What follows belongs to an exercise in optimizing a design on an open flow for small area; a production flow would make more cautious choices.
In this exercise RTL edits were held to simulation tests only and were not proved equivalent to the original.
No activity file was given, so power comes from the tool's default toggle rates.

## axi_trim
module axi_trim
#(
	parameter DATA_WIDTH = 8,
	parameter TRIM_LEN = 7
)
(
	input logic         clk,
	input logic         rst_n,
	input logic [DATA_WIDTH*8-1:0] trim_in_tdata,
	input logic [DATA_WIDTH-1:0]   trim_in_tkeep,
	input logic                    trim_in_tlast,
	input logic                    trim_in_tvalid,
	output logic                   trim_in_tready,
	output logic [DATA_WIDTH*8-1:0] trim_out_tdata,
	output logic [DATA_WIDTH-1:0]   trim_out_tkeep,
	output logic                    trim_out_tlast,
	output logic                    trim_out_tvalid,
	input logic                   trim_out_tready,
	input logic [TRIM_LEN-1:0]     trim_len
);
Size: ~620 cells after synthesis, ~160 I/O pins.
==> module axi_trim, before the edit <==
module axi_trim
#(
	parameter DATA_WIDTH = 8,
	parameter TRIM_LEN = 7
)
(
	input logic         clk,
	input logic         rst_n,
	input logic [DATA_WIDTH*8-1:0] trim_in_tdata,
	input logic [DATA_WIDTH-1:0]   trim_in_tkeep,
	input logic                    trim_in_tlast,
	input logic                    trim_in_tvalid,
	output logic                   trim_in_tready,
	output logic [DATA_WIDTH*8-1:0] trim_out_tdata,
	output logic [DATA_WIDTH-1:0]   trim_out_tkeep,
	output logic                    trim_out_tlast,
	output logic                    trim_out_tvalid,
	input logic                   trim_out_tready,
	input logic [TRIM_LEN-1:0]     trim_len
);
logic [63:0] prev_data;    
logic [7:0]  prev_keep;    
logic [3:0]  t_q;          
logic        in_pkt;       
logic        flush;        
logic [7:0]  sel_prev;     
logic [2:0]  rot;
logic [63:0] merged;
logic [7:0]  merged_keep;
logic [63:0] r1, r2;
logic [7:0]  k1, k2;
logic        tail;
always_comb begin
	rot = t_q[2:0] & {3{~t_q[3]}};
	for (int i = 0; i < 8; i++)
		sel_prev[i] = (i >= t_q);
	for (int i = 0; i < 8; i++) begin
		merged[8*i +: 8] = sel_prev[i] ? prev_data[8*i +: 8] : trim_in_tdata[8*i +: 8];
		merged_keep[i]   = sel_prev[i] ? prev_keep[i] : (trim_in_tkeep[i] & ~flush);
	end
	r1 = rot[2] ? {merged[31:0], merged[63:32]} : merged;
	r2 = rot[1] ? {r1[15:0], r1[63:16]} : r1;
	trim_out_tdata = rot[0] ? {r2[7:0], r2[63:8]} : r2;
	k1 = rot[2] ? {merged_keep[3:0], merged_keep[7:4]} : merged_keep;
	k2 = rot[1] ? {k1[1:0], k1[7:2]} : k1;
	trim_out_tkeep = rot[0] ? {k2[0], k2[7:1]} : k2;
	tail = (trim_len[3] == 1'b0) && trim_in_tkeep[trim_len[2:0]];
end
always_comb trim_out_tvalid = flush | (trim_in_tvalid & in_pkt);
always_comb trim_out_tlast  = flush | (trim_in_tlast & ~tail);
always_comb trim_in_tready  = trim_out_tready;
always_ff @(posedge clk) begin
	if (trim_out_tready) begin
		prev_data <= trim_in_tdata;
		prev_keep <= trim_in_tkeep;
		t_q       <= trim_len[3:0];
	end
end
always_ff @(posedge clk or negedge rst_n) begin
	if (!rst_n) begin
		in_pkt <= 1'b0;
		flush  <= 1'b0;
	end else if (trim_out_tready) begin
		flush <= trim_in_tvalid & trim_in_tlast & tail;
		if (trim_in_tvalid)
			in_pkt <= ~trim_in_tlast;
	end
end
endmodule
clock: 4.0 ns
lec_check: 0
cap_margin: 20
core_margin: 2
core_utilization: 40
slew_margin: 20
run.sh (not shown) runs the stock make flow with config.mk's settings and CLKGATE_MAP_FILE= SYNTH_SCRIPT=/design/flow/synth_recipe.tcl, a recipe that flattens the netlist after the stock synthesis.
The starting point completed with no timing, DRC or antenna violations.
Next try:
--- a/flow/design.v
+++ b/flow/design.v
@@ -26,10 +26,8 @@
 logic [7:0]  sel_prev;     
 logic [2:0]  rot;
 logic [63:0] merged;
 logic [7:0]  merged_keep;
-logic [63:0] r1, r2;
-logic [7:0]  k1, k2;
 logic        tail;
 always_comb begin
 	rot = t_q[2:0] & {3{~t_q[3]}};
 	for (int i = 0; i < 8; i++)
@@ -37,14 +35,10 @@
 	for (int i = 0; i < 8; i++) begin
 		merged[8*i +: 8] = sel_prev[i] ? prev_data[8*i +: 8] : trim_in_tdata[8*i +: 8];
 		merged_keep[i]   = sel_prev[i] ? prev_keep[i] : (trim_in_tkeep[i] & ~flush);
 	end
-	r1 = rot[2] ? {merged[31:0], merged[63:32]} : merged;
-	r2 = rot[1] ? {r1[15:0], r1[63:16]} : r1;
-	trim_out_tdata = rot[0] ? {r2[7:0], r2[63:8]} : r2;
-	k1 = rot[2] ? {merged_keep[3:0], merged_keep[7:4]} : merged_keep;
-	k2 = rot[1] ? {k1[1:0], k1[7:2]} : k1;
-	trim_out_tkeep = rot[0] ? {k2[0], k2[7:1]} : k2;
+	trim_out_tdata = 64'({merged, merged} >> (8*rot));
+	trim_out_tkeep = 8'({merged_keep, merged_keep} >> rot);
 	tail = (trim_len[3] == 1'b0) && trim_in_tkeep[trim_len[2:0]];
 end
 always_comb trim_out_tvalid = flush | (trim_in_tvalid & in_pkt);
 always_comb trim_out_tlast  = flush | (trim_in_tlast & ~tail);
Effect:
- total power went up by 5.0%
- via count went up by 18%
- final cell count went up by 14%
- clock skew is unchanged
- clock power went up by 6.6%
- global-route usage went up by 1.9 points
- cell area went up by 8.3%

-- what the ideal ports hide --
The flow's constraints put no driver on any port. The routed layouts listed below were extracted and timed again, unchanged, in two steps.
Step 1 (the two cells are an assumption about what drives the block):
set clk [get_ports {clk}]
set_driving_cell -lib_cell sky130_fd_sc_hd__clkbuf_16 $clk
set_driving_cell -lib_cell sky130_fd_sc_hd__buf_2 [delete_from_list [all_inputs] $clk]
Step 2 adds t to the input delays and takes it off the output delays; t is the mean of the earliest and latest rising clock arrival at the registers after step 1. Input paths then give back, and output paths get back, about the clock's delay inside the block.
Slacks: no drivers / after step 1 / after step 2; pairs: no drivers / after step 1.
run | t, ns | setup slack, ns | worst setup path at the end
the first run | 0.391 | 0.182 / 0.138 / 0.185 | input to output
the second run | 0.393 | 0.123 / 0.079 / 0.124 | input to output
After both steps every run listed still meets setup and hold.
